Background: an optimization exercise with open tools, aiming at small area. Do not read the settings as production practice.
The RTL was checked by simulation tests, not by an equivalence proof against the original design.
Power and IR drop assume default switching activity.

## design/flow/flow/run.sh

```bash
#!/bin/bash
# Layout flow: the standard ORFS flow (standard.sh) with two changes:
#  - clock tree synthesis without dummy loads, clustered onto clkbuf_16 leaves;
#  - input and output ports buffered with the smallest buffer.
# Each tool's output goes to a log of its own in this folder.
set -euo pipefail
export CTS_ARGS="-sink_clustering_enable -repair_clock_nets -sink_clustering_size 24 -sink_clustering_max_diameter 50 -buf_list sky130_fd_sc_hd__clkbuf_16 -dont_use_dummy_load"
export BUFFER_PORTS_ARGS="-buffer_cell sky130_fd_sc_hd__buf_1"
bash standard.sh > orfs_make.log 2>&1
```

## design/flow/standard.sh

```bash
#!/bin/bash
# synth_recipe.tcl (not shown) runs the flow's synth.tcl, then flattens the netlist and writes it again
# the make line also repeats each setting of config.mk as NAME=value (left out here)
make -C /OpenROAD-flow-scripts/flow DESIGN_CONFIG=/design/flow/config.mk WORK_HOME=/design/flow/orfs CLKGATE_MAP_FILE= SYNTH_SCRIPT=/design/flow/synth_recipe.tcl "${@:-finish}"
```

## design/flow/config.mk

```make
export PLATFORM = sky130hd
export DESIGN_NAME = copter_soc
export DESIGN_NICKNAME = copter_soc
export VERILOG_FILES = /design/flow/design.v
export SDC_FILE = /design/flow/constraint.sdc
export NUM_CORES = 4
export LEC_CHECK = 0
export CAP_MARGIN = 20
export CORE_MARGIN = 2
export CORE_UTILIZATION = 75
export CTS_BUF_LIST = sky130_fd_sc_hd__clkbuf_8
export CTS_CLUSTER_DIAMETER = 50
export CTS_CLUSTER_SIZE = 18
export SLEW_MARGIN = 20
```

## design/flow/constraint.sdc

```tcl
create_clock -name core_clock -period 8.0 [get_ports {clk}]
set_input_delay 1.6000 -clock core_clock [delete_from_list [all_inputs] [get_ports {clk}]]
set_output_delay 1.6000 -clock core_clock [all_outputs]
set_load 0.01 [all_outputs]
```

## design/flow/design.v

```verilog
`default_nettype none
module pwmdecoder (
    input  wire        clk,
    input  wire        rstn,
    input  wire        pwm,
    output wire [11:0] code
);
reg        sig;        
reg        on;         
reg [18:0] ctr;        
reg [11:0] val;
wire [14:0] cnt  = ctr[18:4];
wire        tick = &ctr[3:0];
wire        fin  = cnt[14] & cnt[13];
wire        at_on_max  = cnt[11] & cnt[9] & cnt[5] & cnt[3];              
wire        at_off_max = cnt[14] & cnt[11] & cnt[10] & cnt[9] & cnt[5];   
wire        stop = ~fin & (on ? (~sig | (tick & at_on_max)) : (~sig & tick & at_off_max));
reg [18:0] ctr_inc;
reg        c;
integer    i;
always @* begin
    c = 1'b1;
    for (i = 0; i < 19; i = i + 1) begin
        ctr_inc[i] = ctr[i] ^ c;
        c = c & ctr[i];
    end
end
assign code = val;
always @(posedge clk) begin
    if (!rstn) begin
        sig <= 1'b0;
        on  <= 1'b0;
        ctr <= 19'd0;
        val <= 12'hFFF;
    end else begin
        sig <= pwm;
        if (fin | (~on & sig))
            ctr <= 19'd0;
        else if (stop)
            ctr <= {2'b11, ctr_inc[16:0]};
        else
            ctr <= ctr_inc;
        on <= ~fin & ~stop & (on | sig);
        if (stop)
            val <= {cnt[11], cnt[10] | (on & sig), cnt[9:0]};
    end
end
endmodule
`default_nettype wire
`default_nettype none
module copter_soc (
    input  wire       clk,
    input  wire       rstn,          
    input  wire       spi_sck,
    input  wire       spi_mosi,
    input  wire       spi_cs,        
    output wire       spi_miso,
    input  wire [5:0] pwm_in,
    output wire [6:0] led,
    output wire       busy
);
function [15:0] inc16(input [15:0] x);
    integer i;
    reg c;
    begin
        c = 1'b1;
        for (i = 0; i < 16; i = i + 1) begin
            inc16[i] = x[i] ^ c;
            c = c & x[i];
        end
    end
endfunction
function [15:0] dec16(input [15:0] x);
    integer i;
    reg b;
    begin
        b = 1'b1;
        for (i = 0; i < 16; i = i + 1) begin
            dec16[i] = x[i] ^ b;
            b = b & ~x[i];
        end
    end
endfunction
reg        sck_q, sck_old_q, mosi_q, ss_q;
reg  [7:0] sh;           
reg        rx_valid;     
reg  [2:0] bit_ct;
reg  [7:0] rx_byte;
reg        miso_q;
wire [7:0] fifo_q;
wire sck_rise = ~ss_q & ~sck_old_q & sck_q;
wire sck_fall = ~ss_q & sck_old_q & ~sck_q;
wire rx_done  = sck_rise & (&bit_ct);
always @(posedge clk) begin
    sck_q     <= spi_sck;
    sck_old_q <= sck_q;
    mosi_q    <= spi_mosi;
    ss_q      <= spi_cs;
    if (ss_q | rx_done)
        sh <= fifo_q;
    else if (sck_rise)
        sh <= {sh[6:0], mosi_q};
    if (rx_done)
        rx_byte <= {sh[6:0], mosi_q};
    if (!rstn) begin
        rx_valid <= 1'b0;
        bit_ct   <= 3'd0;
        miso_q   <= 1'b1;
    end else begin
        rx_valid <= rx_done;
        if (ss_q)
            bit_ct <= 3'd0;
        else if (sck_rise)
            bit_ct <= inc16({13'd0, bit_ct});
        if (ss_q | sck_fall)
            miso_q <= sh[7];
    end
end
assign spi_miso = miso_q;
reg rd_fifo, rd_pend;
reg fifo_empty;
always @(posedge clk) begin
    if (!rstn) begin
        rd_fifo <= 1'b0;
        rd_pend <= 1'b0;
    end else begin
        if (~rd_pend & rx_valid)
            rd_pend <= 1'b1;
        if (~fifo_empty & ~rd_fifo & rd_pend) begin
            rd_fifo <= 1'b1;
            rd_pend <= 1'b0;
        end else begin
            rd_fifo <= 1'b0;
        end
    end
end
reg  [7:0] mem [0:15];
reg  [3:0] rp, wp;
reg        fifo_full;
reg  [7:0] fifo_dout;
reg        ov;           
reg  [7:0] od;
wire       fifo_wr = ov & ~fifo_full;
wire [15:0] wp_inc16 = inc16({12'd0, wp});
wire [15:0] rp_inc16 = inc16({12'd0, rp});
wire [3:0] wp_inc = wp_inc16[3:0];
wire [3:0] rp_inc = rp_inc16[3:0];
assign fifo_q = fifo_dout;
always @(posedge clk) begin
    if (fifo_wr)
        mem[wp] <= od;
    if (!rstn) begin
        rp         <= 4'd0;
        wp         <= 4'd0;
        fifo_full  <= 1'b0;
        fifo_empty <= 1'b1;
        fifo_dout  <= 8'd0;
    end else begin
        if (fifo_wr)
            wp <= wp_inc;
        if (rd_fifo) begin
            rp        <= rp_inc;
            fifo_dout <= mem[rp];
        end
        if (rd_fifo)
            fifo_full <= 1'b0;
        else if (fifo_wr)
            fifo_full <= wp_inc == rp;
        if (rd_fifo & ~ov)
            fifo_empty <= rp_inc == wp;
        else if (fifo_wr)
            fifo_empty <= 1'b0;
    end
end
localparam [2:0] S_IDLE = 3'd0,
                 S_HR   = 3'd1,    
                 S_HW   = 3'd2,    
                 S_R1   = 3'd3,    
                 S_R2   = 3'd4,    
                 S_W1   = 3'd5,    
                 S_W2   = 3'd6;    
localparam [1:0] H_ZERO = 2'd0,    
                 H_ONES = 2'd1,    
                 H_FAR  = 2'd2;    
reg  [2:0]  st;
reg  [15:0] ptr;         
reg  [2:0]  cnt;         
reg  [1:0]  hc;          
reg  [5:0]  u6;          
reg  [7:0]  alo;         
reg  [11:0] sd;
reg         tready;      
reg         ack;         
reg         oready;         
reg         tv;          
reg  [7:0]  td;
reg  [31:0] led_r;
reg  [2:0]  os_r;        
wire [11:0] pv0, pv1, pv2, pv3, pv4, pv5;
wire       in_v    = rx_valid & tready;
wire [7:0] in_d    = rx_byte;
wire       out_rdy = ~fifo_full;
wire       is_hdr = (st == S_HR) | (st == S_HW);
wire       stb    = (st == S_R1) | (st == S_W2);
wire       we     = (st == S_W2);
wire       hi_zero = (hc == H_ZERO) & (u6 == 6'd0);
wire       sel_led = hi_zero & (alo[7:6] == 2'b00);
wire       sel_pwm = hi_zero & (alo[7:6] == 2'b01);
wire       sel_os  = hi_zero & alo[7];
wire       bus_err  = stb & ~hi_zero;
wire       bus_done = ack | bus_err;
wire       first    = stb & ~ack;
reg  [2:0] os_new;
always @* begin
    case (alo[5:0])
        6'd0: os_new = 3'd0;
        6'd1: os_new = 3'd1;
        6'd2: os_new = 3'd2;
        6'd3: os_new = 3'd3;
        6'd4: os_new = 3'd5;
        6'd5: os_new = 3'd6;
        default: os_new = os_r;
    endcase
end
reg [11:0] pwm_sel;
always @* begin
    case (alo[2:0])
        3'd0:    pwm_sel = pv0;
        3'd1:    pwm_sel = pv1;
        3'd2:    pwm_sel = pv2;
        3'd3:    pwm_sel = pv3;
        3'd4:    pwm_sel = pv4;
        default: pwm_sel = pv5;
    endcase
end
wire pwm_none = (alo[5:0] > 6'd5);    
wire        sp     = sd[11] & sd[10];
wire [15:0] pwm_val = ~sp    ? {4'h0, sd} :
                      sd[8]  ? 16'hC000 :
                      sd[3]  ? 16'h8A28 : 16'hCE20;
wire [1:0] lane = cnt[1:0];
reg  [7:0] rd_byte;
always @* begin
    rd_byte = 8'h00;
    if (sel_led)
        rd_byte = led_r[8*lane +: 8];
    else if (sel_pwm) begin
        if (pwm_none)
            rd_byte = 8'hFF;
        else if (lane == 2'd0)
            rd_byte = pwm_val[7:0];
        else if (lane == 2'd1)
            rd_byte = pwm_val[15:8];
    end else if (sel_os) begin
        if (lane == 2'd0)
            rd_byte = {3'd0, os_r == 3'd3, 1'b0, os_r};
    end
end
reg        tv_int;
reg  [7:0] td_int;
always @* begin
    tv_int = 1'b0;
    td_int = 8'h00;
    case (st)
        S_IDLE: if (in_v & (in_d == 8'hA1)) begin
                    tv_int = 1'b1;
                    td_int = 8'hA3;
                end else if (in_v & (in_d == 8'hA2)) begin
                    tv_int = 1'b1;
                    td_int = 8'hA4;
                end
        S_HR, S_HW: if (in_v) begin
                    tv_int = 1'b1;
                    td_int = in_d;
                end
        S_R2: if (oready) begin
                    tv_int = 1'b1;
                    td_int = rd_byte;
                end
        default: ;
    endcase
end
wire [15:0] cnt_inc16 = inc16({13'd0, cnt});
wire [15:0] cnt_dec16 = dec16({13'd0, cnt});
wire [2:0] cnt_inc = cnt_inc16[2:0];
wire [2:0] cnt_dec = cnt_dec16[2:0];
wire early = out_rdy | (~tv & (~ov | ~tv_int));
wire [15:0] a_inc16 = inc16({2'd0, u6, alo});
wire [13:0] a_inc = a_inc16[13:0];
wire        a_cy  = &{u6, alo};
reg  [1:0]  hc_inc;
always @* begin
    case (hc)
        H_ZERO:  hc_inc = H_FAR;
        H_ONES:  hc_inc = H_ZERO;
        default: hc_inc = H_FAR;
    endcase
end
always @(posedge clk) begin
    if (!rstn) begin
        st     <= S_IDLE;
        tready <= 1'b0;
        ack    <= 1'b0;
    end else begin
        ack    <= first & hi_zero & ~(sel_os & we);
        tready <= 1'b0;
        case (st)
            S_IDLE: begin
                tready <= early;
                if (in_v & (in_d == 8'hA1))
                    st <= S_HR;
                else if (in_v & (in_d == 8'hA2))
                    st <= S_HW;
            end
            S_HR, S_HW: begin
                tready <= early;
                if (in_v & (cnt == 3'd0)) begin
                    if (st == S_HW) begin
                        st <= S_W1;
                    end else begin
                        tready <= 1'b0;
                        st <= S_R1;
                    end
                end
            end
            S_R1: if (bus_done) st <= S_R2;
            S_R2: if (oready) begin
                if (ptr == 16'd1) begin
                    tready <= early;
                    st <= S_IDLE;
                end else if (cnt[1:0] == 2'd3) begin
                    st <= S_R1;
                end
            end
            S_W1: begin
                tready <= 1'b1;
                if (in_v & ((cnt[1:0] == 2'd3) | (ptr == 16'd1))) begin
                    tready <= 1'b0;
                    st <= S_W2;
                end
            end
            S_W2: if (bus_done) begin
                if (ptr == 16'd0) begin
                    tready <= early;
                    st <= S_IDLE;
                end else begin
                    st <= S_W1;
                end
            end
            default: st <= S_IDLE;
        endcase
    end
end
always @(posedge clk) begin
    case (st)
        S_IDLE: if (in_v & ((in_d == 8'hA1) | (in_d == 8'hA2)))
            cnt <= 3'd5;
        S_HR, S_HW: if (in_v) begin
            cnt <= cnt_dec;
            case (cnt)
                3'd5: hc <= (in_d == 8'h00) ? H_ZERO : (in_d == 8'hFF) ? H_ONES : H_FAR;
                3'd4: hc <= (hc == H_ZERO && in_d == 8'h00) ? H_ZERO :
                            (hc == H_ONES && in_d == 8'hFF) ? H_ONES : H_FAR;
                3'd3: {u6, alo[7:6]} <= in_d;
                3'd2: {alo[5:0], ptr[1:0]} <= in_d;
                3'd1: ptr[15:8] <= in_d;
                default: begin
                    ptr[7:0] <= in_d;
                    cnt <= {1'b0, ptr[1:0]};
                    sd  <= 12'd0;
                end
            endcase
        end
        S_R1: if (~ack)
            sd <= pwm_sel;
        S_R2: if (oready) begin
            cnt <= cnt_inc;
            ptr <= dec16(ptr);
            if (cnt[1:0] == 2'd3) begin
                cnt <= 3'd0;
                {u6, alo} <= a_inc;
                if (a_cy) hc <= hc_inc;
            end
        end
        S_W1: if (in_v) begin
            if (lane == 2'd0)
                sd[7:0] <= in_d;
            cnt <= cnt_inc;
            ptr <= dec16(ptr);
            if ((cnt[1:0] == 2'd3) | (ptr == 16'd1))
                cnt <= 3'd0;
        end
        S_W2: if (bus_done) begin
            sd <= 12'd0;
            {u6, alo} <= a_inc;
            if (a_cy) hc <= hc_inc;
        end
        default: ;
    endcase
end
always @(posedge clk) begin
    if (!rstn) begin
        ov  <= 1'b0;
        oready <= 1'b0;
        tv  <= 1'b0;
    end else begin
        oready <= early;
        if (oready) begin
            if (out_rdy | ~ov)
                ov <= tv_int;
            else
                tv <= tv_int;
        end else if (out_rdy) begin
            ov <= tv;
            tv <= 1'b0;
        end
    end
    if (oready) begin
        if (out_rdy | ~ov)
            od <= td_int;
        else
            td <= td_int;
    end else if (out_rdy) begin
        od <= td;
    end
end
wire led_set  = (alo[1] == alo[0]);
wire led_tog  = ~alo[1] & alo[0];
wire led_clrm = alo[1] & ~alo[0];
wire led_w0   = first & sel_led & we;
wire led_w1   = (st == S_W1) & in_v & sel_led;
wire led_zero = ~rstn | (sel_led & led_set &
                ((st == S_HW) & in_v & (cnt == 3'd0) | (st == S_W1) & ~tready));
genvar gk, gj;
generate
    for (gj = 0; gj < 8; gj = gj + 1) begin : g_lane0
        wire q  = led_r[gj];
        wire en = ~rstn | (led_w0 & (led_set | sd[gj]));
        wire dv = rstn & (led_set ? sd[gj] : (led_tog & ~q));
        always @(posedge clk)
            if (en)
                led_r[gj] <= dv;
    end
    for (gk = 1; gk < 4; gk = gk + 1) begin : g_lane
        wire put = led_w1 & (lane == gk);
        for (gj = 0; gj < 8; gj = gj + 1) begin : g_bit
            wire q  = led_r[8*gk + gj];
            wire en = led_zero | (put & in_d[gj]);
            wire dv = ~led_zero & ~led_clrm & ~q;
            always @(posedge clk)
                if (en)
                    led_r[8*gk + gj] <= dv;
        end
    end
endgenerate
always @(posedge clk) begin
    if (!rstn) begin
        os_r <= 3'd0;
    end else begin
        if (first & sel_os & ~we)
            os_r <= os_new;
    end
end
assign led  = led_r[6:0];
assign busy = (st != S_IDLE);
pwmdecoder ch0 (.clk(clk), .rstn(rstn), .pwm(pwm_in[0]), .code(pv0));
pwmdecoder ch1 (.clk(clk), .rstn(rstn), .pwm(pwm_in[1]), .code(pv1));
pwmdecoder ch2 (.clk(clk), .rstn(rstn), .pwm(pwm_in[2]), .code(pv2));
pwmdecoder ch3 (.clk(clk), .rstn(rstn), .pwm(pwm_in[3]), .code(pv3));
pwmdecoder ch4 (.clk(clk), .rstn(rstn), .pwm(pwm_in[4]), .code(pv4));
pwmdecoder ch5 (.clk(clk), .rstn(rstn), .pwm(pwm_in[5]), .code(pv5));
endmodule
`default_nettype wire
```

==> metrics.md, run 1 <==
| Metric | Value |
|---|---|
| Die span in y | between 150 and 200 microns |
| Clock power share | 0.319 |
| Syn Inst Count | 1847 |
| Placed Cells | between 2000 and 2500 |
| Post-layout instance count excluding filler cells | between 2000 and 2500 |
| Async SR Flop Fraction | 0 |
| Detailed Place HPWL | about 32 mm |
| First-pass GRT wire length | between 70 and 80 mm |
| Routed len/inst | ~22 microns |
| Largest net degree at the start of global routing | 60 |
| R2R Path Start | ch1.ctr[0] |
| DRC | 0 |
| P_int | around 3.7 mW |
| GR Overflow Total | 0 |
| Post-CTS setup buffers | 0 |
| Pwr dens | between 200 and 250 nW/um^2 |
| Max Cap Viol | 0 |
| Syn Nets | between 2000 and 2500 |
| Crit path DAT | 4.73 ns |
| PortBufs | 19 |
| Synth Area in Adders | 0.0878 |
| Initial antenna violation count | 0 |
| Highest Clock Rate | 233 MHz |
| Post-synthesis mux area share | 0.0639 |
| RR Endpoint | ch1.ctr[18] |
| Largest family of logic cells by synthesized area | simple AND/OR/NAND/NOR gates |
| Largest stage delay on the critical path | roughly 0.33 ns |
| Routability cong. | 0.927 |
| Most frequent CP cell | ha_1 |
| CP top delay family | adder cells |
| Critical Path Sink Type | flip-flop |
| Layout cell share with drive strength beyond 1 | 0.0744 |
| Mapped cell area | 21500 sq um |
| Unrepaired setup endpoints after global routing | false |
| Yosys warning count | 2 |
| CTS Buf Count | 37 |
| Most common cell after layout, fill and taps aside | edfxtp_1 |
| Critical Path RT | 8.44 ns |
| Sw frac | 0.254 |
| Syn Area/Cell | 11.6 sq um |
| Clk slew on worst S/H paths | roughly 0.09 ns |
| Remaining antenna violation count | 0 |
| H-tree Lvls | 2 |
| Crit-path slowest cell | dfxtp_1 |
| CP startpoint kind | flip-flop |
| # nets final | between 1500 and 2000 |
| Worst Setup SP | ch1.ctr[0] |
| Most used DFF post-synth | edfxtp_1 |
| Clock Tree Buf Depth | 3 |
| Flop pwr share | 0.565 |
| Post-synthesis simple-gate area fraction | 0.134 |
| Post-synth EDFFs | 239 |
| Max-slew violations | 0 |
| Starting density of the core | 0.768 |
| Total Die Area | between 30000 and 40000 sq um |
| CTS tree | done |
| Clock skew | between 0.04 and 0.05 ns |
| Row Count | ~60 |
| Width of the die | 173 microns |
| Sequential share of the synthesized area | 0.555 |
| Core ar. | between 20000 and 30000 sq um |
| Kind of critical path | flip-flop to flip-flop |
| Worst skew pair latency | about 0.54 ns |
| Setup crit end | ch1.ctr[18] |
| Number of global-route vias before repair | between 10000 and 15000 |
| XOR/XNOR Fraction of Synth Area | 0.00937 |
| DRC marker count from the first detailed-route iteration | 1749 |
| Crit path cell chain | ha_1 -> ha_1 -> ha_1 -> ha_1 -> ha_1 -> ha_1 -> ha_1 -> ha_1 -> ha_1 -> ha_1 -> ha_1 -> ha_1 -> ha_1 -> ha_1 -> ha_1 -> ha_1 -> ha_1 -> xor2_1 -> o21a_1 |
| HP Class | flip-flop to flip-flop |
| #FFs+latches synth | between 400 and 500 |
| DRT Wirelength | approximately 48 mm |
| Slew HR | 0.332 |
| FF-to-FF path depth | 19 |
| Worst-margin pin slew | around 0.99 ns |
| Outcome | complete, no violations |
| Reg-to-reg slack, setup | between 3 and 4 ns |
| P_leak | approximately 9 nW |
| Hold_buf cts | 0 |
| Top-Level Pins | 20 |
| Area growth syn-to-layout | 4.86% |
| Via/cell ratio | 6.56 |
| Combinational Power Share | 0.116 |
| Final cycle utilization of the critical path | 0.535 |
| Distinct cells, synth | 70 |
| TNS Setup | 0 ns |
| Detailed-route via count | 14300 |
| Diodes inserted | 0 |
| Drt first pass iters | 5 |
| Synth Area in Compound Gates | 0.103 |
| CTS root buf | clkbuf_16 |
| Final setup viols | 0 |
| Psw | about 1.3 mW |
| Crit path buf inv count | 0 |
| Fin crit period | between 4 and 5 ns |
| WP depth | 19 |
| GRT Total Usage | 0.324 |
| Crit-path max FO | 2 |
| Hold Vio Cnt, Final | 0 |
| Clock sinks | roughly 480 |
| Most frequent cells in the layout | edfxtp_1 (239), dfxtp_1 (237), ha_1 (151) |
| Gates resized, CTS repair | 0 |
| VDD IR max | 0.000309 V |
## per-stage QoR
| stage | setup WS, ns | util | area (sq um) | power [mW] | hold WS (ns) |
|---|---|---|---|---|---|
| finish | 3.72 | 0.805 | 22600 | 4.99 | 0.353 |
| global placement | 3.98 | 0.771 | 21600 | 3.41 | 0.336 |
| floorplan | 4.08 | - | 21500 | 3.27 | 0.331 |
| CTS | 3.73 | 0.804 | 22500 | 4.99 | 0.353 |
| detailed placement | 3.85 | 0.771 | 21600 | 3.43 | 0.337 |
| global route | 3.52 | 0.805 | 22600 | 5.15 | 0.354 |
## worst min path at each step
stage                           end  cells after the start   from
after floorplan           sck_old_q                      0  sck_q
after detailed placement  sck_old_q                      0  sck_q
after CTS                 sck_old_q                      0  sck_q
final                     sck_old_q                      0  sck_q
after global routing      sck_old_q                      0  sck_q
after global placement    sck_old_q                      0  sck_q
## layout make-up
cell class / count / area [sq um]
repair buffers: 33 / 180
inverters: 113 / 424
fillers: 1631 / 5460
well taps: 378 / 473
multi-input cells: 1142 / 8610
flip-flops and latches: 477 / 11900
clock buffers: 37 / 926
## power groups by stage
stage | clock [mW] | sequential [mW] | combinational [mW]
floorplan | 0 | 2.78 | 0.482
global placement | 0 | 2.86 | 0.550
detailed placement | 0 | 2.87 | 0.565
CTS | 1.61 | 2.81 | 0.570
global route | 1.69 | 2.83 | 0.633
finish | 1.59 | 2.82 | 0.579
## Yosys cell counts, types with 4 or more instances
cell        n  area share
a222oi_1   12      0.0056
edfxtp_1  239        0.33
mux2i_1    17      0.0079
ha_1      151       0.088
a211oi_1   12      0.0042
xor2_1     12      0.0049
nand3b_1   11      0.0038
xnor2_1    11      0.0045
nor3_1     31      0.0072
nor2b_1    22      0.0064
a31oi_1    17      0.0049
inv_1     112       0.020
nor2_1    116       0.020
o211ai_1   69       0.024
o31ai_1     7      0.0024
buf_4       7      0.0024
a22oi_1    12      0.0042
nor4_1     15      0.0044
buf_6       5      0.0026
nand2b_1   17      0.0049
a21oi_1    79       0.018
nand2_1   101       0.018
mux4_2     48       0.050
and2_1    115       0.033
mux2_2     11      0.0058
or2_2       4      0.0012
nand3_1    83       0.019
dfxtp_1   238        0.22
buf_1      10      0.0017
nand4_1    14      0.0041
a21o_1     31       0.011
clkbuf_1   84       0.015
o21a_1     14      0.0049
and3_1      4      0.0012
o21ai_0    49       0.011
clkbuf_8    7      0.0045
## worst register-to-register path: cells and delay by family, from the launching register on
kind / cells / cell delay, ns
DFF: 1 / 0.33
xor gates and xnor gates: 1 / 0.15
adders and majority gates: 17 / 3.55
AOI/OAI and AO/OA: 1 / 0.17
## sequential cells by signal, summed over array words and instances (netlist names), 16 cells and up
| name | flops |
|---|---|
| ch4.ctr | 19 |
| mem | 128 |
| ch3.ctr | 19 |
| ptr | 16 |
| led_r | 32 |
| ch5.ctr | 19 |
| ch0.ctr | 19 |
| ch2.ctr | 19 |
| ch1.ctr | 19 |
## cell families after synthesis
logic type	after synthesis
simple gates	560
flops	477
compound gates	332
buf+inv	228
fa+ha+maj	151
mux	76
xor+xnor	23
## per-layer routing
layer	global-route usage	vias up	wire length [microns]
li1	-	6587	-
met3	0.0432	125	3540
met4	0.116	0	1560
met2	0.532	624	23000
met1	0.450	6974	19600
met5	0	-	0
==> run 2, diff against run 1 <==
==> design/flow/flow/run.sh (replaced) <==
#!/bin/bash
# Layout flow: the standard ORFS flow (standard.sh) with two changes:
#  - clock tree synthesis without dummy loads, clustered onto clkbuf_8 leaves;
#  - input and output ports buffered with the smallest buffer.
# Each tool's output goes to a log of its own in this folder.
set -euo pipefail
export CTS_ARGS="-sink_clustering_enable -repair_clock_nets -sink_clustering_size 18 -sink_clustering_max_diameter 50 -buf_list sky130_fd_sc_hd__clkbuf_8 -dont_use_dummy_load"
export BUFFER_PORTS_ARGS="-buffer_cell sky130_fd_sc_hd__buf_1"
bash standard.sh > orfs_make.log 2>&1
==> run 2 against run 1 <==
Compared with the run above:
- sequential cell count unchanged
- largest cell class unchanged
- largest power group unchanged
- register-to-register slack gained 0.08 ns
- critical path type unchanged
- cell area down 1.7%
- via count is 1.8% lower
- global-route usage is 1.5 points lower
- clock-buffer cell count increased by 2
==> metrics.md, run 2 <==
| Metric | Value |
|---|---|
| H-tree Lvls | 2 |
| PortBufs | 19 |
| DRT Wirelength | ~45 mm |
| #FFs+latches synth | approximately 480 |
| Kind of critical path | flip-flop to flip-flop |
| DRC marker count from the first detailed-route iteration | 1406 |
| GR Overflow Total | 0 |
| Wl on met1 | ~19 mm |
| Diodes inserted | 0 |
| Worst-margin pin slew | a little over 1 ns |
| Post-synth EDFFs | 239 |
| DRC | 0 |
| Outcome | complete, no violations |
| Largest regs | mem (128), led_r (32) |
| First-pass GRT wire length | ~74 mm |
| Highest Clock Rate | ~240 MHz |
| Hold Vio Cnt, Final | 0 |
| Detailed Place HPWL | around 32 mm |
| Crit path cell chain | ha_1 -> ha_1 -> ha_1 -> ha_1 -> ha_1 -> ha_1 -> ha_1 -> ha_1 -> ha_1 -> ha_1 -> ha_1 -> ha_1 -> ha_1 -> ha_1 -> ha_1 -> ha_1 -> ha_1 -> xor2_1 -> o21a_1 |
| Largest register FFs | 128 |
| Hold_buf cts | 0 |
| Routed len/inst | around 21 microns |
| P_leak | between 9 and 10 nW |
| Largest stage delay on the critical path | about 0.33 ns |
| Async SR Flop Fraction | 0 |
| Post-route cell area | roughly 22000 sq um |
| Post-place instance area | around 22000 sq um |
| Sequential share of the synthesized area | 0.555 |
| Drt first pass iters | 5 |
| Max Cap Viol | 0 |
| Final cycle utilization of the critical path | 0.526 |
| Unrepaired setup endpoints after global routing | false |
| Largest net degree at the start of global routing | 60 |
| Top layer in use | met4 |
| VDD IR max | ~0.00022 V |
| Most common cell after layout, fill and taps aside | edfxtp_1 |
| Core ar. | around 28000 sq um |
| Metal3 WL | between 3 and 4 mm |
| Number of global-route vias before repair | between 10000 and 15000 |
| Total power | between 4 and 5 mW |
| Clock Tree Buf Depth | 3 |
| Total Die Area | roughly 30000 sq um |
| Wire length on met2 | ~21 mm |
| Area leader, netlist | edfxtp_1 |
| Top-count cell post-synth | edfxtp_1 |
| Worst skew pair latency | between 0.5 and 0.6 ns |
| Clock sinks | approximately 480 |
| Syn Inst Count | about 1800 |
| Clock skew | approximately 0.084 ns |
| Register with the most flip-flops | mem |
| Pwr dens | 205 nW/um^2 |
| Fin crit period | roughly 4.2 ns |
| Initial antenna violation count | 1 |
| Starting density of the core | 0.768 |
| Synth top area share | 0.334 |
| FF-to-FF path depth | 19 |
| Critical Path Sink Type | flip-flop |
| Hold depth | 0 |
| Synth area leaders | edfxtp_1 (33%), dfxtp_1 (22%), ha_1 (8.8%), mux4_2 (5.0%), and2_1 (3.3%) |
| Top-Level Pins | 20 |
| Crit path DAT | between 4 and 5 ns |
| CTS tree | done |
| Clk slew on worst S/H paths | 0.10 ns |
| Gates resized, CTS repair | 0 |
| CP startpoint kind | flip-flop |
| Slew HR | 0.301 |
| Crit-path max FO | 2 |
| GRT Total Usage | 0.309 |
| Most frequent cells in the layout | edfxtp_1 (239), dfxtp_1 (237), ha_1 (151) |
| Die span in y | about 170 microns |
| Layout cell share with drive strength beyond 1 | 0.0754 |
| Area growth syn-to-layout | 3.05% |
| Distinct cells, synth | 70 |
| Remaining antenna violation count | 0 |
| Most frequent CP cell | ha_1 |
| CTS root buf | clkbuf_8 |
| TNS Setup | 0 ns |
| Row Count | slightly above 60 |
| Syn Nets | between 2000 and 2500 |
| Crit-path slowest cell | dfxtp_1 |
| Max-slew violations | 0 |
| HP Class | flip-flop to flip-flop |
| CTS Buf Count | 39 |
| Post-CTS setup buffers | 0 |
| Mapped cell area | ~22000 sq um |
| # nets final | slightly below 2000 |
| Width of the die | about 170 microns |
| Critical Path RT | around 8.5 ns |
| Detailed-route via count | 14100 |
| Via/cell ratio | approximately 6.4 |
| Most used DFF post-synth | edfxtp_1 |
| Yosys warning count | 2 |
| Syn Area/Cell | around 12 sq um |
| Final setup viols | 0 |
| Routability cong. | a little over 0.9 |
| Commonest cells in the netlist | edfxtp_1 (239), dfxtp_1 (238), ha_1 (151) |
==> run 2: routing by layer <==
layer | vias up | GRT usage
li1 | 6594 | -
met2 | 566 | 0.500
met4 | 0 | 0.106
met1 | 6782 | 0.432
met5 | - | 0
met3 | 116 | 0.0500
==> run 2: logic make-up (layout without fill, tap and decap cells) <==
| family | Yosys count | in the layout | synth area share |
|---|---|---|---|
| compound gates | 332 | 332 | 0.103 |
| xor+xnor | 23 | 23 | 0.00937 |
| fa+ha+maj | 151 | 151 | 0.0878 |
| buf+inv | 228 | 185 | 0.0461 |
| flops | 477 | 477 | 0.555 |
| mux | 76 | 76 | 0.0639 |
| simple gates | 560 | 560 | 0.134 |
==> run 2: worst paths after layout <==
path | slack [ns] | startpoint | end
worst max-delay path | 3.79 | ch1.ctr[0] | ch1.ctr[18]
worst min-delay path | 0.36 | sck_q | sck_old_q
worst max register to register | 3.79 | ch1.ctr[0] | ch1.ctr[18]
worst min register to register | 0.36 | sck_q | sck_old_q
==> run 2: worst max-delay path, delay by kind of cell (launching register included) <==
family / cells / cell delay, ns
fa+ha+maj: 17 / 3.47
flops: 1 / 0.33
compound gates: 1 / 0.17
xor+xnor: 1 / 0.15
==> run 2: area by class of cell <==
cell class	instances	area (sq um)
clock buffers	39	537
fillers	1718	5850
inverters	113	424
multi-input cells	1142	8610
flip-flops and latches	477	11900
well taps	378	473
repair buffers	33	180
==> run 2: through the flow <==
step,cells,setup WS [ns],util,hold slack [ns]
finish,2182,3.79,0.791,0.356
global route,2182,3.64,0.791,0.359
CTS,2182,3.77,0.791,0.357
detailed placement,2143,3.85,0.771,0.337
global placement,2143,3.98,0.771,0.336
floorplan,1847,4.08,-,0.331
==> run 2: report_power, final <==
group          internal (mW)  leakage (nW)  switching [mW]
clock                  0.438         0.280           0.709
combinational          0.228          4.62           0.349
sequential              2.68          4.18           0.139
==> run 3, diff against run 2 <==
--- a/design/flow/design.v
+++ b/design/flow/design.v
@@ -180,11 +180,8 @@
                  S_W1   = 3'd5,    
                  S_W2   = 3'd6;    
-localparam [1:0] H_ZERO = 2'd0,    
-                 H_ONES = 2'd1,    
-                 H_FAR  = 2'd2;    
 reg  [2:0]  st;
 reg  [15:0] ptr;         
 reg  [2:0]  cnt;         
-reg  [1:0]  hc;          
+reg         hz, ho;      
 reg  [5:0]  u6;          
 reg  [7:0]  alo;         
@@ -204,5 +201,5 @@
 wire       stb    = (st == S_R1) | (st == S_W2);
 wire       we     = (st == S_W2);
-wire       hi_zero = (hc == H_ZERO) & (u6 == 6'd0);
+wire       hi_zero = hz & (u6 == 6'd0);
 wire       sel_led = hi_zero & (alo[7:6] == 2'b00);
 wire       sel_pwm = hi_zero & (alo[7:6] == 2'b01);
@@ -289,12 +286,4 @@
 wire [13:0] a_inc = a_inc16[13:0];
 wire        a_cy  = &{u6, alo};
-reg  [1:0]  hc_inc;
-always @* begin
-    case (hc)
-        H_ZERO:  hc_inc = H_FAR;
-        H_ONES:  hc_inc = H_ZERO;
-        default: hc_inc = H_FAR;
-    endcase
-end
 always @(posedge clk) begin
     if (!rstn) begin
@@ -359,7 +348,8 @@
             cnt <= cnt_dec;
             case (cnt)
-                3'd5: hc <= (in_d == 8'h00) ? H_ZERO : (in_d == 8'hFF) ? H_ONES : H_FAR;
-                3'd4: hc <= (hc == H_ZERO && in_d == 8'h00) ? H_ZERO :
-                            (hc == H_ONES && in_d == 8'hFF) ? H_ONES : H_FAR;
+                3'd5, 3'd4: begin
+                    hz <= (in_d == 8'h00) & (cnt[0] | hz);
+                    ho <= (in_d == 8'hFF) & (cnt[0] | ho);
+                end
                 3'd3: {u6, alo[7:6]} <= in_d;
                 3'd2: {alo[5:0], ptr[1:0]} <= in_d;
@@ -380,5 +370,8 @@
                 cnt <= 3'd0;
                 {u6, alo} <= a_inc;
-                if (a_cy) hc <= hc_inc;
+                if (a_cy) begin
+                    hz <= ho;
+                    ho <= 1'b0;
+                end
             end
         end
@@ -394,5 +387,8 @@
             sd <= 12'd0;
             {u6, alo} <= a_inc;
-            if (a_cy) hc <= hc_inc;
+            if (a_cy) begin
+                hz <= ho;
+                ho <= 1'b0;
+            end
         end
         default: ;
==> run 3 against run 2 <==
Compared with the run above:
- still clean
- setup slack better by 0.12 ns
- non-clock buffer count up 5
- worst hold slack better by 0.011 ns
- final cell count down 2.3%
- clock power about the same
- cell area down 0.23%
- via count down 1.1%
- die area down 1.0%
- sequential power up 2%
- sequential share of layout area up 0.12 points
- first-iteration DRC count up 19%
- critical path type unchanged
- critical endpoint is now ch5.ctr[18]
==> metrics.md, run 3 <==
| Metric | Value |
|---|---|
| Largest net degree at the start of global routing | 70 |
| DRC | 0 |
| Via/cell ratio | about 6.5 |
| Post-CTS setup buffers | 0 |
| Post-synth EDFFs | 239 |
| Detailed Place HPWL | roughly 33 mm |
| H-tree Lvls | 2 |
| DRT Wirelength | roughly 46 mm |
| Fin crit period | slightly above 4 ns |
| Max Cap Viol | 0 |
| P_leak | around 9.2 nW |
| Worst-margin pin slew | between 1 and 1.5 ns |
| CTS root buf | clkbuf_8 |
| Hold wc startpoint | sck_q |
| TNS Setup | 0 ns |
| Sequential share of the synthesized area | 0.561 |
| Gates resized, CTS repair | 0 |
| Largest regs | mem (128), led_r (32) |
| CP startpoint kind | flip-flop |
| Distinct cells, synth | 78 |
| CTS Buf Count | 40 |
| Place WS | between 3 and 4 ns |
| Starting density of the core | 0.764 |
| Number of global-route vias before repair | about 13000 |
| Routability cong. | between 0.9 and 1 |
| Kind of critical path | flip-flop to flip-flop |
| Crit-path max FO | 2 |
| Post-layout instance count excluding filler cells | approximately 2100 |
| Pwr dens | 213 nW/um^2 |
| Critical Path Sink Type | flip-flop |
| Initial antenna violation count | 0 |
| Mapped cell area | between 20000 and 25000 sq um |
| Yosys warning count | 2 |
| VDD IR max | between 0.0002 and 0.00025 V |
| GR Overflow Total | 0 |
| Crit path DAT | 4.54 ns |
| Slew HR | 0.284 |
| Die span in y | about 170 microns |
| Hold Vio Cnt, Final | 0 |
| HP Class | flip-flop to flip-flop |
| Async SR Flop Fraction | 0 |
| Routed len/inst | ~22 microns |
| Most used DFF post-synth | edfxtp_1 |
| Hold_buf cts | 0 |
| First-pass GRT wire length | approximately 72 mm |
| #FFs+latches synth | 477 |
| Post-place instance area | between 20000 and 25000 sq um |
| Clock power share | 0.249 |
| Unrepaired setup endpoints after global routing | false |
| Width of the die | roughly 170 microns |
| PortBufs | 19 |
| Worst skew pair latency | about 0.57 ns |
| CTS tree | done |
| Worst Setup SP | ch5.ctr[0] |
| Sw frac | 0.276 |
| Drt first pass iters | 6 |
| Reg-to-reg slack, setup | 3.92 ns |
| Final setup viols | 0 |
| Commonest cells in the netlist | edfxtp_1 (239), dfxtp_1 (238), nand2_1 (162) |
| Syn Inst Count | 1776 |
| Synth area leaders | edfxtp_1 (34%), dfxtp_1 (22%), ha_1 (8.9%), mux4_2 (4.2%), mux2i_1 (3.7%) |
| Layout cell share with drive strength beyond 1 | 0.0730 |
| Clk slew on worst S/H paths | 0.11 ns |
| Row Count | 61 |
| Syn Area/Cell | 12.0 sq um |
| Most common cell after layout, fill and taps aside | edfxtp_1 |
| Syn Nets | slightly below 2000 |
| R2R Path Start | ch5.ctr[0] |
| Placed Cells | 2091 |
| Largest register FFs | about 130 |
| Outcome | complete, no violations |
| GRT Total Usage | 0.317 |
| Area leader, netlist | edfxtp_1 |
| Final critical-path setup slack | 3.92 ns |
| Top-count cell post-synth | edfxtp_1 |
| Remaining antenna violation count | 0 |
| Detailed-route via count | around 14000 |
| Diodes inserted | 0 |
| Highest Clock Rate | about 240 MHz |
| Post-route cell area | approximately 22000 sq um |
| Most frequent cells in the layout | edfxtp_1 (239), dfxtp_1 (237), nand2_1 (162) |
| DRC marker count from the first detailed-route iteration | approximately 1700 |
| Critical Path RT | approximately 8.5 ns |
| Register with the most flip-flops | mem |
| Top-Level Pins | 20 |
| Clock sinks | roughly 480 |
| Flop pwr share | 0.608 |
| Area growth syn-to-layout | 3.87% |
| Final cycle utilization of the critical path | 0.510 |
| Total Die Area | slightly below 30000 sq um |
| Synth top area share | 0.337 |
| Combinational Power Share | 0.142 |
| Psw | 1.30 mW |
| Max-slew violations | 0 |
| # nets final | ~1900 |
| Clock Tree Buf Depth | 3 |
| Core ar. | about 28000 sq um |
| Total power | roughly 4.7 mW |
| P_int | roughly 3.4 mW |
| Clock skew | between 0.04 and 0.05 ns |
## run 3: cells by family after synthesis
family	after synthesis	share of synthesized area
xor gates and xnor gates	23	0.00946
adders and majority gates	151	0.0887
muxes	128	0.0843
buffers and inverters	139	0.0267
AOI/OAI and AO/OA	295	0.0919
DFF	477	0.561
and+or+nand+nor	563	0.138
## run 3: path summary, 6_finish.rpt
check	cells past startpoint	endpoint
max reg2reg	19	ch5.ctr[18]
min reg2reg	0	sck_old_q
min	0	sck_old_q
max	19	ch5.ctr[18]
## run 3: per-layer routing
metal	GRT usage	wire (microns)
met3	0.0510	3620
met5	0	0
met2	0.529	22500
met4	0.101	1360
met1	0.430	18700
## run 3: per-stage QoR
stage / utilization / hold WS, ns
after global placement: 0.774 / 0.343
after detailed placement: 0.774 / 0.354
final: 0.794 / 0.368
after CTS: 0.794 / 0.365
after global routing: 0.794 / 0.381
after floorplan: - / 0.331
## run 3: critical path, cell delays in order, from the launching register on
cell,delay [ns]
dfxtp_1,0.33
ha_1,0.20
ha_1,0.21
ha_1,0.20
ha_1,0.20
ha_1,0.20
ha_1,0.20
ha_1,0.19
ha_1,0.20
ha_1,0.19
ha_1,0.19
ha_1,0.19
ha_1,0.19
ha_1,0.19
ha_1,0.20
ha_1,0.20
ha_1,0.21
ha_1,0.22
xnor2_1,0.15
a21oi_1,0.08
## run 3: cell type report
type,instances,area [sq um]
clock buffers,40,551
repair buffers,38,218
fillers,1663,5740
multi-input cells,1160,8790
flip-flops and latches,477,11900
well taps,378,473
inverters,38,143
## run 3: power by group through the flow
stage,clock network [mW],logic [mW],registers (mW)
6_report,1.18,0.672,2.87
5_1_grt,1.27,0.749,2.89
4_1_cts,1.19,0.663,2.87
3_5_place_dp,0,0.658,2.92
3_3_place_gp,0,0.640,2.91
2_1_floorplan,0,0.552,2.83
==> run 4, diff against run 3 <==
==> design/flow/flow/run.sh (replaced) <==
#!/bin/bash
# Layout flow: the standard ORFS flow (standard.sh) with two changes:
#  - clock tree synthesis without dummy loads, clustered onto clkbuf_8 leaves;
#  - input and output ports buffered with the smallest buffer.
# Each tool's output goes to a log of its own in this folder.
set -euo pipefail
export CTS_ARGS="-sink_clustering_enable -repair_clock_nets -sink_clustering_size 20 -sink_clustering_max_diameter 50 -buf_list sky130_fd_sc_hd__clkbuf_8 -dont_use_dummy_load"
export BUFFER_PORTS_ARGS="-buffer_cell sky130_fd_sc_hd__buf_1"
export RECOVER_POWER=100
bash standard.sh > orfs_make.log 2>&1
==> run 4 against run 3 <==
Compared with the run above:
- the layout now fails its checks (capacitance limit, slew limit)
- critical path type is now primary input to flip-flop
- power fell by 0.60%
- largest power group unchanged
- critical path depth fell by 13
- clock power barely moved
- clock skew rose by 0.018 ns
- critical endpoint is now led_r[25]
- non-clock buffer count did not move
==> metrics.md, run 4 <==
| Metric | Value |
|---|---|
| Row Count | slightly above 60 |
| Psw | roughly 1.3 mW |
| DRC marker count from the first detailed-route iteration | 1700 |
| Worst skew pair latency | 0.59 ns |
| Post-CTS setup buffers | 0 |
| DRC | 0 |
| Final critical-path setup slack | between 2 and 3 ns |
| Detailed Place HPWL | about 33 mm |
| HP Class | flip-flop to flip-flop |
| Met1 usage | 0.428 |
| Width of the die | roughly 170 microns |
| Highest Clock Rate | about 200 MHz |
| Gates resized, CTS repair | 0 |
| Most frequent cells in the layout | edfxtp_1 (239), dfxtp_1 (237), nand2_1 (162) |
| Crit path cell chain | clkbuf_1 -> clkbuf_1 -> o31ai_1 -> clkbuf_1 -> or2_0 -> nor2_1 |
| Number of global-route vias before repair | approximately 13000 |
| Outcome | finished with violations |
| Die span in y | approximately 170 microns |
| Remaining antenna violation count | 0 |
| Worst Setup SP | rstn |
| Hold_buf cts | 0 |
| Most common cell after layout, fill and taps aside | edfxtp_1 |
| #FFs+latches synth | 477 |
| Reg-to-reg slack, setup | approximately 3 ns |
| CTS Buf Count | 38 |
| P_leak | 9.13 nW |
| Clock power share | 0.246 |
| Yosys warning count | 2 |
| Sw frac | 0.277 |
| GRT Total Usage | 0.318 |
| Crit-path max FO | 34 |
| Routability cong. | 0.929 |
| Area growth syn-to-layout | 3.27% |
| Crit path DAT | ~5.5 ns |
| Pwr dens | around 210 nW/um^2 |
| GR Overflow Total | 0 |
| Fin crit period | around 5.1 ns |
| Clock Tree Buf Depth | 3 |
| Mapped cell area | about 21000 sq um |
| Async SR Flop Fraction | 0 |
| Synth top area share | 0.337 |
| Slew HR | -0.887 |
| Final cycle utilization of the critical path | 0.639 |
| First-pass GRT wire length | approximately 72 mm |
| Detailed-route via count | between 10000 and 15000 |
| H-tree Lvls | 2 |
| Kind of critical path | primary input to flip-flop |
| Largest regs | mem (128), led_r (32) |
| Synth area leaders | edfxtp_1 (34%), dfxtp_1 (22%), ha_1 (8.9%), mux4_2 (4.2%), mux2i_1 (3.7%) |
| Sequential share of the synthesized area | 0.561 |
| Max Cap Viol | 3 |
| # nets final | approximately 1900 |
| Most used DFF post-synth | edfxtp_1 |
| Unrepaired setup endpoints after global routing | false |
| GR peak layer | met2 |
| Max-slew violations | between 100 and 150 |
| TNS Setup | 0 ns |
| CP startpoint kind | primary input |
| Drt first pass iters | 8 |
| Combinational Power Share | 0.142 |
| Flop pwr share | 0.612 |
| CTS tree | done |
| Global Route met3 Usage | 0.0577 |
| Diodes inserted | 0 |
| Largest register FFs | between 100 and 150 |
| CP top delay family | buffers and inverters |
| Worst-margin pin slew | 2.83 ns |
| Distinct cells, synth | 78 |
| Total Die Area | between 20000 and 30000 sq um |
| Clock sinks | around 480 |
| Syn Nets | 1938 |
| DRT Wirelength | around 46 mm |
| Final setup viols | 0 |
| Syn Area/Cell | 12.0 sq um |
| CTS root buf | clkbuf_8 |
| Critical Path Sink Type | flip-flop |
| Largest net degree at the start of global routing | 70 |
| Layout Check Fails | capacitance limit, slew limit |
| Core ar. | between 20000 and 30000 sq um |
| Initial antenna violation count | 0 |
| Crit-path slowest cell | clkbuf_1 |
| Fillers | between 1500 and 2000 |
| Syn Inst Count | ~1800 |
| Setup crit end | led_r[25] |
| Commonest cells in the netlist | edfxtp_1 (239), dfxtp_1 (238), nand2_1 (162) |
| Hold Vio Cnt, Final | 0 |
| Post-synth EDFFs | roughly 240 |
| Most frequent CP cell | clkbuf_1 |
| Routed len/inst | 21.8 microns |
| Area leader, netlist | edfxtp_1 |
| Layout cell share with drive strength beyond 1 | 0.0605 |
| Grt met2 use | 0.530 |
| Top-Level Pins | 20 |
| Via/cell ratio | 6.50 |
| FF-to-FF path depth | 9 |
| Critical Path RT | between 8 and 9 ns |
| R2R Path Start | cnt[0] |
| RR Endpoint | led_r[25] |
| VDD IR max | roughly 0.00019 V |
| Crit path buf inv count | 3 |
| Place WS | 3.93 ns |
| Clock skew | approximately 0.067 ns |
| Register with the most flip-flops | mem |
| Starting density of the core | 0.764 |
| PortBufs | 19 |
| Clk slew on worst S/H paths | about 0.11 ns |
| Largest stage delay on the critical path | around 1.2 ns |
| P_int | 3.39 mW |
| Top-count cell post-synth | edfxtp_1 |
| WP depth | 6 |
## run 4: cell counts after synthesis
No cell type changed its count.
## run 4: worst min path at each step
stage	start	to	slack, ns	cells past startpoint
after floorplan	sck_q	sck_old_q	0.33	0
after global placement	sck_q	sck_old_q	0.34	0
after detailed placement	sck_q	sck_old_q	0.35	0
after CTS	sck_q	sck_old_q	0.37	0
after global routing	sck_q	sck_old_q	0.38	0
final	sck_q	sck_old_q	0.37	0
## run 4: power groups by stage
| stage | clock [mW] | combinational [mW] | sequential (mW) |
|---|---|---|---|
| after floorplan | 0 | 0.552 | 2.83 |
| final | 1.16 | 0.665 | 2.87 |
| after CTS | 1.17 | 0.662 | 2.87 |
| after detailed placement | 0 | 0.658 | 2.92 |
| after global routing | 1.25 | 0.740 | 2.89 |
| after global placement | 0 | 0.640 | 2.91 |
## run 4: metrics by stage
| step | cell area [sq um] | util | instances | total power [mW] | hold WS [ns] |
|---|---|---|---|---|---|
| 6_report | 22000 | 0.789 | 2129 | 4.69 | 0.369 |
| 5_1_grt | 22000 | 0.789 | 2129 | 4.88 | 0.382 |
| 4_1_cts | 22100 | 0.793 | 2129 | 4.70 | 0.366 |
| 3_5_place_dp | 21600 | 0.774 | 2091 | 3.58 | 0.354 |
| 3_3_place_gp | 21600 | 0.774 | 2091 | 3.55 | 0.343 |
| 2_1_floorplan | 21300 | - | 1776 | 3.38 | 0.331 |
## run 4: area by class of cell
cell class	count	area, sq um	share of cell area
clock buffers	38	523	0.0238
inverters	38	143	0.00649
multi-input cells	1160	8730	0.397
flip-flops and latches	477	11900	0.543
well taps	378	473	0.0215
repair buffers	38	173	0.00785
## run 4: worst reg2reg max path: stages (launching register included)
cell and delay, ns:
edfxtp_1 0.73, inv_1 0.24, ha_1 0.58, ha_1 0.32, nand3_1 0.11, o32a_1 0.33
o31ai_1 0.22, clkbuf_1 0.90, or2_0 1.08, nor2_1 0.12
## run 4: logic make-up after synthesis
| kind of cell | share of synthesized area |
|---|---|
| buf+inv | 0.0267 |
| flops | 0.561 |
| simple gates | 0.138 |
| fa+ha+maj | 0.0887 |
| xor+xnor | 0.00946 |
| compound gates | 0.0919 |
| mux | 0.0843 |
## run 4: per-layer routing
metal	vias to the layer above	part of all wire
met4	0	0.028
li1	6433	-
met3	94	0.082
met2	610	0.49
met1	6709	0.40
met5	-	0
==> run 5, diff against run 4 <==
--- a/design/flow/design.v
+++ b/design/flow/design.v
@@ -27,10 +27,13 @@
 end
 assign code = val;
+always @(posedge clk)
+    if (~rstn | stop)
+        val <= {cnt[11] | ~rstn, cnt[10] | (on & sig) | ~rstn, cnt[9:0]};
+always @(posedge clk)
+    on <= ~fin & ~stop & (on | sig);
 always @(posedge clk) begin
     if (!rstn) begin
         sig <= 1'b0;
-        on  <= 1'b0;
         ctr <= 19'd0;
-        val <= 12'hFFF;
     end else begin
         sig <= pwm;
@@ -41,7 +44,4 @@
         else
             ctr <= ctr_inc;
-        on <= ~fin & ~stop & (on | sig);
-        if (stop)
-            val <= {cnt[11], cnt[10] | (on & sig), cnt[9:0]};
     end
 end
@@ -103,14 +103,12 @@
     if (rx_done)
         rx_byte <= {sh[6:0], mosi_q};
+    rx_valid <= rx_done;
+    if (ss_q)
+        bit_ct <= 3'd0;
+    else if (sck_rise)
+        bit_ct <= inc16({13'd0, bit_ct});
     if (!rstn) begin
-        rx_valid <= 1'b0;
-        bit_ct   <= 3'd0;
         miso_q   <= 1'b1;
     end else begin
-        rx_valid <= rx_done;
-        if (ss_q)
-            bit_ct <= 3'd0;
-        else if (sck_rise)
-            bit_ct <= inc16({13'd0, bit_ct});
         if (ss_q | sck_fall)
             miso_q <= sh[7];
@@ -234,5 +232,5 @@
 wire        sp     = sd[11] & sd[10];
 wire [15:0] pwm_val = ~sp    ? {4'h0, sd} :
-                      sd[8]  ? 16'hC000 :
+                      ~sd[9] ? 16'hC000 :
                       sd[3]  ? 16'h8A28 : 16'hCE20;
 wire [1:0] lane = cnt[1:0];
==> design/flow/flow/run.sh (replaced) <==
#!/bin/bash
# Layout flow: the standard ORFS flow (standard.sh) with two changes:
#  - clock tree synthesis without dummy loads, clustered onto clkbuf_8 leaves;
#  - input and output ports buffered with the smallest buffer.
# Each tool's output goes to a log of its own in this folder.
set -euo pipefail
export CTS_ARGS="-sink_clustering_enable -repair_clock_nets -sink_clustering_size 18 -sink_clustering_max_diameter 50 -buf_list sky130_fd_sc_hd__clkbuf_8 -dont_use_dummy_load"
export BUFFER_PORTS_ARGS="-buffer_cell sky130_fd_sc_hd__buf_1"
bash standard.sh > orfs_make.log 2>&1
==> run 5 against run 4 <==
Compared with the run above:
- now clean on timing, DRC and antenna
- synthesized cell count is 9.3% lower
- die area shrank 1.3%
- critical endpoint is now ch0.ctr[18]
- largest cell class unchanged
- global-route usage shrank 0.074 points
==> metrics.md, run 5 <==
| Metric | Value |
|---|---|
| Syn Nets | 1773 |
| Layout cell share with drive strength beyond 1 | 0.0847 |
| Core ar. | between 20000 and 30000 sq um |
| Commonest cells in the netlist | edfxtp_1 (311), dfxtp_1 (166), ha_1 (151) |
| Max Cap Viol | 0 |
| # nets final | approximately 1800 |
| Most used DFF post-synth | edfxtp_1 |
| Metal3 WL | 3.99 mm |
| FF-to-FF path depth | 19 |
| Mapped cell area | about 21000 sq um |
| HP Class | flip-flop to flip-flop |
| Hold_buf cts | 0 |
| Most frequent cells in the layout | edfxtp_1 (311), dfxtp_1 (165), ha_1 (151) |
| Critical Path RT | around 8.4 ns |
| Starting density of the core | 0.758 |
| Crit path DAT | roughly 4.7 ns |
| TNS Setup | 0 ns |
| DRT Wirelength | between 40 and 50 mm |
| Placed Cells | about 1900 |
| Clock sinks | roughly 480 |
| Die span in y | about 170 microns |
| CTS Buf Count | 38 |
| Sequential share of the synthesized area | 0.603 |
| Syn Area/Cell | between 10 and 15 sq um |
| CTS tree | done |
| Worst-margin pin slew | 1.08 ns |
| Clk slew on worst S/H paths | 0.09 ns |
| Hold wc startpoint | sck_q |
| Kind of critical path | flip-flop to flip-flop |
| Place WS | 3.75 ns |
| Detailed-route via count | approximately 13000 |
| Gates resized, CTS repair | 0 |
| Final setup viols | 0 |
| Hold Vio Cnt, Final | 0 |
| Diodes inserted | 0 |
| Synth area leaders | edfxtp_1 (44%), dfxtp_1 (16%), ha_1 (9.0%), mux4_2 (5.1%), and2_1 (3.2%) |
| Register with the most flip-flops | mem |
| DRC marker count from the first detailed-route iteration | about 1600 |
| Reg-to-reg slack, setup | about 3.7 ns |
| Synth top area share | 0.445 |
| Row Count | 61 |
| Area leader, netlist | edfxtp_1 |
| Pwr dens | between 200 and 250 nW/um^2 |
| Wire length on met2 | around 21 mm |
| Remaining antenna violation count | 0 |
| GRT Total Usage | 0.318 |
| Critical Path Sink Type | flip-flop |
| Initial antenna violation count | 0 |
| Post-layout instance count excluding filler cells | 1972 |
| Syn Inst Count | 1611 |
| Worst skew pair latency | just under 0.6 ns |
| Via/cell ratio | between 6 and 7 |
| RR Endpoint | ch0.ctr[18] |
| Hold WS | between 0.3 and 0.4 ns |
| Largest regs | mem (128), led_r (32) |
| Number of global-route vias before repair | around 13000 |
| CTS root buf | clkbuf_8 |
| Top-count cell post-synth | edfxtp_1 |
| Post-CTS setup buffers | 0 |
| Wl on met1 | 18.2 mm |
| Distinct cells, synth | 74 |
| Most common cell after layout, fill and taps aside | edfxtp_1 |
| Hold depth | 0 |
| Clock skew | approximately 0.075 ns |
| CP startpoint kind | flip-flop |
| Largest net degree at the start of global routing | between 40 and 50 |
| Outcome | complete, no violations |
| Fin crit period | about 4.3 ns |
| Async SR Flop Fraction | 0 |
| Post-synth EDFFs | between 300 and 400 |
| PortBufs | 19 |
| DRC | 0 |
| Highest Clock Rate | around 230 MHz |
| Width of the die | about 170 microns |
| Slew HR | 0.270 |
| Unrepaired setup endpoints after global routing | false |
| Total power | 4.90 mW |
| Final critical-path setup slack | 3.74 ns |
| Drt first pass iters | 6 |
| GR Overflow Total | 0 |
| #FFs+latches synth | around 480 |
| Crit-path max FO | 2 |
| Area growth syn-to-layout | 3.90% |
| Routability cong. | between 0.9 and 1 |
| R2R Path Start | ch0.ctr[0] |
| Yosys warning count | 2 |
| Top-Level Pins | 20 |
| H-tree Lvls | 2 |
| P_leak | between 8 and 9 nW |
| Clock Tree Buf Depth | 3 |
| Largest register FFs | approximately 130 |
| First-pass GRT wire length | roughly 70 mm |
| Final cycle utilization of the critical path | 0.532 |
| Routed len/inst | 22.8 microns |
| VDD IR max | around 0.00021 V |
| Detailed Place HPWL | ~32 mm |
| Worst Hold Path EP | sck_old_q |
| Max-slew violations | 0 |
| Total Die Area | slightly below 30000 sq um |
| Top layer in use | met4 |
-- run 5: per-layer routing --
layer  up-vias  GRT usage
met4         0      0.116
met3       129     0.0635
met2       600      0.508
met5         -          0
li1       5903          -
met1      6277      0.439
-- run 5: area by class of cell --
cell class | count | area, sq um
multi-input cells | 997 | 7790
fillers | 1635 | 5880
inverters | 45 | 169
repair buffers | 37 | 208
flip-flops and latches | 477 | 12700
well taps | 378 | 473
clock buffers | 38 | 523
-- run 5: worst max-delay path: stages, from the launching register on --
cell	delay [ns]
dfxtp_1	0.32
ha_1	0.22
ha_1	0.21
ha_1	0.20
ha_1	0.20
ha_1	0.19
ha_1	0.20
ha_1	0.19
ha_1	0.19
ha_1	0.19
ha_1	0.19
ha_1	0.21
ha_1	0.21
ha_1	0.20
ha_1	0.20
ha_1	0.22
ha_1	0.21
ha_1	0.23
o31ai_1	0.29
a31oi_1	0.06
-- run 5: worst max path at each step --
stage / slack (ns) / start / cells past startpoint / endpoint
finish: 3.74 / ch0.ctr[0] / 19 / ch0.ctr[18]
global route: 3.51 / ch0.ctr[0] / 19 / ch0.ctr[18]
detailed placement: 3.75 / ch0.ctr[0] / 19 / ch0.ctr[18]
global placement: 3.98 / ch0.ctr[0] / 19 / ch0.ctr[18]
CTS: 3.73 / ch0.ctr[0] / 19 / ch0.ctr[18]
floorplan: 4.09 / ch0.ctr[0] / 19 / ch0.ctr[18]
-- run 5: cells by family after synthesis --
kind of cell    count (synthesis)  synth area share
simple gates                  477             0.117
mux                            76            0.0655
buf+inv                       137            0.0270
fa+ha+maj                     151            0.0899
flops                         477             0.603
xor+xnor                       20           0.00834
compound gates                273            0.0896
-- run 5: stage by stage --
| stage | area (sq um) | utilization |
|---|---|---|
| after CTS | 21800 | 0.788 |
| after global placement | 21300 | 0.769 |
| after detailed placement | 21300 | 0.769 |
| after floorplan | 21000 | - |
| final | 21800 | 0.788 |
| after global routing | 21800 | 0.788 |
-- run 5: power breakdown --
group | internal (mW) | switching, mW
sequential | 2.87 | 0.212
combinational | 0.266 | 0.413
clock | 0.427 | 0.710
==> run 6, diff against run 5 <==
==> design/flow/run.sh (new file) <==
#!/bin/bash
# synth_recipe.tcl (not shown) runs the flow's synth.tcl, then flattens the netlist and writes it again
# the make line also repeats each setting of config.mk as NAME=value (left out here)
make -C /OpenROAD-flow-scripts/flow DESIGN_CONFIG=/design/flow/config.mk WORK_HOME=/design/flow/orfs CLKGATE_MAP_FILE= SYNTH_SCRIPT=/design/flow/synth_recipe.tcl finish
--- a/design/flow/config.mk
+++ b/design/flow/config.mk
@@ -9,6 +9,3 @@
 export CORE_MARGIN = 2
 export CORE_UTILIZATION = 75
-export CTS_BUF_LIST = sky130_fd_sc_hd__clkbuf_8
-export CTS_CLUSTER_DIAMETER = 50
-export CTS_CLUSTER_SIZE = 18
 export SLEW_MARGIN = 20
removed: design/flow/flow/run.sh
removed: design/flow/standard.sh
==> run 6 against run 5 <==
Compared with the run above:
- highest routed layer unchanged
- clock skew decreased by 0.046 ns
- fmax shrank 0.78%
- wire length rose by 8.0%
- still clean
- largest cell class unchanged
- sequential power is essentially flat
- combinational power increased by 3.8%
- critical path depth unchanged
- register-to-register slack lost 0.03 ns
- largest power group unchanged
==> metrics.md, run 6 <==
| Metric | Value |
|---|---|
| Most common cell after layout, fill and taps aside | edfxtp_1 |
| Routed len/inst | between 20 and 25 microns |
| Met1 usage | 0.482 |
| CTS Buf Count | 46 |
| # nets final | about 1800 |
| Post-place instance area | 21400 sq um |
| Syn Nets | between 1500 and 2000 |
| Top-count cell post-synth | edfxtp_1 |
| Grt met2 use | 0.540 |
| Placed Cells | 1935 |
| Starting density of the core | 0.758 |
| Flop pwr share | 0.528 |
| Number of global-route vias before repair | 13100 |
| TNS Setup | 0 ns |
| Remaining antenna violation count | 0 |
| GR peak layer | met2 |
| DRC | 0 |
| GRT Total Usage | 0.342 |
| Drt first pass iters | 10 |
| Hold_buf cts | 0 |
| Fin crit period | ~4.3 ns |
| Pwr dens | between 200 and 300 nW/um^2 |
| CP startpoint kind | flip-flop |
| Detailed-route via count | around 13000 |
| Max-slew violations | 0 |
| Global Route met3 Usage | 0.0513 |
| Clock Tree Buf Depth | 3 |
| Via/cell ratio | between 6 and 7 |
| Combinational Power Share | 0.121 |
| Final cycle utilization of the critical path | 0.536 |
| Clock skew | roughly 0.029 ns |
| Synth top area share | 0.445 |
| Syn Area/Cell | ~13 sq um |
| Area leader, netlist | edfxtp_1 |
| Largest regs | mem (128), led_r (32) |
| CTS root buf | clkbuf_16 |
| Row Count | 61 |
| Die span in y | ~170 microns |
| Synth area leaders | edfxtp_1 (44%), dfxtp_1 (16%), ha_1 (9.0%), mux4_2 (5.1%), and2_1 (3.2%) |
| Post-layout instance count excluding filler cells | around 2000 |
| Outcome | complete, no violations |
| Slew HR | 0.326 |
| Clock power share | 0.351 |
| Gates resized, CTS repair | 0 |
| VDD IR max | about 0.00018 V |
| Layout cell share with drive strength beyond 1 | 0.0975 |
| Yosys warning count | 2 |
| Crit path DAT | roughly 4.7 ns |
| Async SR Flop Fraction | 0 |
| H-tree Lvls | 2 |
| Sw frac | 0.263 |
| Post-CTS setup buffers | 0 |
| Syn Inst Count | 1611 |
| Worst skew pair latency | approximately 0.56 ns |
| Max Cap Viol | 0 |
| Fillers | 1469 |
| Largest net degree at the start of global routing | 43 |
| Post-synth EDFFs | ~310 |
| Place WS | between 3 and 4 ns |
| DRC marker count from the first detailed-route iteration | about 1700 |
| Most used DFF post-synth | edfxtp_1 |
| Core ar. | ~28000 sq um |
| Initial antenna violation count | 0 |
| Diodes inserted | 0 |
| Sequential share of the synthesized area | 0.603 |
| Critical Path RT | between 8 and 9 ns |
| GR Overflow Total | 0 |
| Top-Level Pins | 20 |
| Mapped cell area | 21000 sq um |
| Register with the most flip-flops | mem |
| CTS tree | done |
| Final critical-path setup slack | 3.71 ns |
| Clk slew on worst S/H paths | approximately 0.06 ns |
| Final setup viols | 0 |
| Most frequent cells in the layout | edfxtp_1 (311), dfxtp_1 (165), ha_1 (151) |
| First-pass GRT wire length | approximately 75 mm |
| #FFs+latches synth | 477 |
| Psw | approximately 1.5 mW |
| Highest Clock Rate | ~230 MHz |
| Crit-path max FO | 2 |
| P_leak | between 8 and 9 nW |
| Routability cong. | roughly 0.98 |
| Critical Path Sink Type | flip-flop |
| Clock sinks | around 480 |
| Total Die Area | between 20000 and 30000 sq um |
| Area growth syn-to-layout | 8.74% |
| Width of the die | 171 microns |
| Distinct cells, synth | between 70 and 80 |
| Largest register FFs | ~130 |
| Worst-margin pin slew | 1.00 ns |
| DRT Wirelength | a little under 50 mm |
| Commonest cells in the netlist | edfxtp_1 (311), dfxtp_1 (166), ha_1 (151) |
| P_int | ~4.3 mW |
| Hold Vio Cnt, Final | 0 |
| Kind of critical path | flip-flop to flip-flop |
| HP Class | flip-flop to flip-flop |
| PortBufs | 19 |
| Post-route cell area | ~23000 sq um |
| Unrepaired setup endpoints after global routing | false |
| Detailed Place HPWL | between 30 and 40 mm |
## run 6: cell counts after synthesis
Identical to the previous run, type by type.
## run 6: worst paths after layout
path	startpoint	end	slack, ns	cells past startpoint
worst max register to register	ch2.ctr[0]	ch2.ctr[18]	3.71	19
worst min-delay path	sck_q	sck_old_q	0.36	0
worst min register to register	sck_q	sck_old_q	0.36	0
worst max-delay path	ch2.ctr[0]	ch2.ctr[18]	3.71	19
## run 6: power groups by stage
stage	registers, mW	logic [mW]	clock network, mW
after floorplan	3.01	0.551	0
after global placement	3.11	0.663	0
after detailed placement	3.12	0.684	0
after CTS	3.08	0.696	2.07
after global routing	3.11	0.783	2.15
final	3.09	0.705	2.05
## run 6: cell families after synthesis
| family | share of synthesized area |
|---|---|
| AOI/OAI and AO/OA | 0.0896 |
| muxes | 0.0655 |
| xor gates and xnor gates | 0.00834 |
| and+or+nand+nor | 0.117 |
| adders and majority gates | 0.0899 |
| DFF | 0.603 |
| buffers and inverters | 0.0270 |
## run 6: layer usage
metal	up-vias	wire length, microns
met3	133	4660
met5	-	0
met4	0	2000
li1	5978	-
met2	770	22700
met1	6613	19100
## run 6: area by class of cell
type | instances | area, sq um | share of cell area
inverters | 45 | 169 | 0.00739
clock inverters | 16 | 135 | 0.00592
repair buffers | 38 | 328 | 0.0143
clock buffers | 68 | 1280 | 0.0562
multi-input cells | 997 | 7790 | 0.341
well taps | 378 | 473 | 0.0207
flip-flops and latches | 477 | 12700 | 0.554
## run 6: metrics by stage
stage	utilization	power (mW)	hold slack, ns
final	0.825	5.85	0.358
after global placement	0.773	3.78	0.346
after detailed placement	0.773	3.81	0.342
after CTS	0.825	5.84	0.356
after global routing	0.825	6.05	0.367
after floorplan	-	3.56	0.331
## run 6: worst max-delay path, stage by stage, from the launching register on
cell and delay [ns]:
dfxtp_1 0.32, ha_1 0.22, ha_1 0.21, ha_1 0.20, ha_1 0.20, ha_1 0.21, ha_1 0.21, ha_1 0.20
ha_1 0.20, ha_1 0.20, ha_1 0.20, ha_1 0.20, ha_1 0.21, ha_1 0.23, ha_1 0.24, ha_1 0.21
ha_1 0.20, ha_1 0.23, xnor2_1 0.19, a21oi_1 0.09

-- separate check: timing with driven ports --
The flow's constraints put no driver on any port. The routed layouts listed below were extracted and timed again, unchanged, in two steps.
Step 1 sets driving cells, clkbuf_16 on the clock port and buf_2 on the other inputs (assumed; they add their load-dependent delay and slew).
Step 2 adds t to the input delays and takes it off the output delays; t is the mean of the earliest and latest rising clock arrival at the registers after step 1. Input paths then give back, and output paths get back, about the clock's delay inside the block.
a / b / c = ideal / step 1 / step 2; a / b = the first two.
run | shift t [ns] | setup WS [ns] | worst setup path after step 2 | latest minus earliest clock arrival (ns)
run 1 | 0.575 | 3.716 / 3.716 / 3.716 | register to register | 0.045 / 0.044
run 2 | 0.586 | 3.793 / 3.793 / 3.793 | register to register | 0.084 / 0.084
run 3 | 0.605 | 3.917 / 3.917 / 3.917 | register to register | 0.066 / 0.066
run 4 | 0.613 | 2.885 / 2.900 / 2.288 | input to register | 0.082 / 0.081
run 5 | 0.599 | 3.743 / 3.743 / 3.743 | register to register | 0.076 / 0.077
run 6 | 0.603 | 3.710 / 3.710 / 3.710 | register to register | 0.030 / 0.029
For run 4, which loses most, drivers alone change the setup slack by +0.015 ns; drivers and shift together by -0.597 ns.
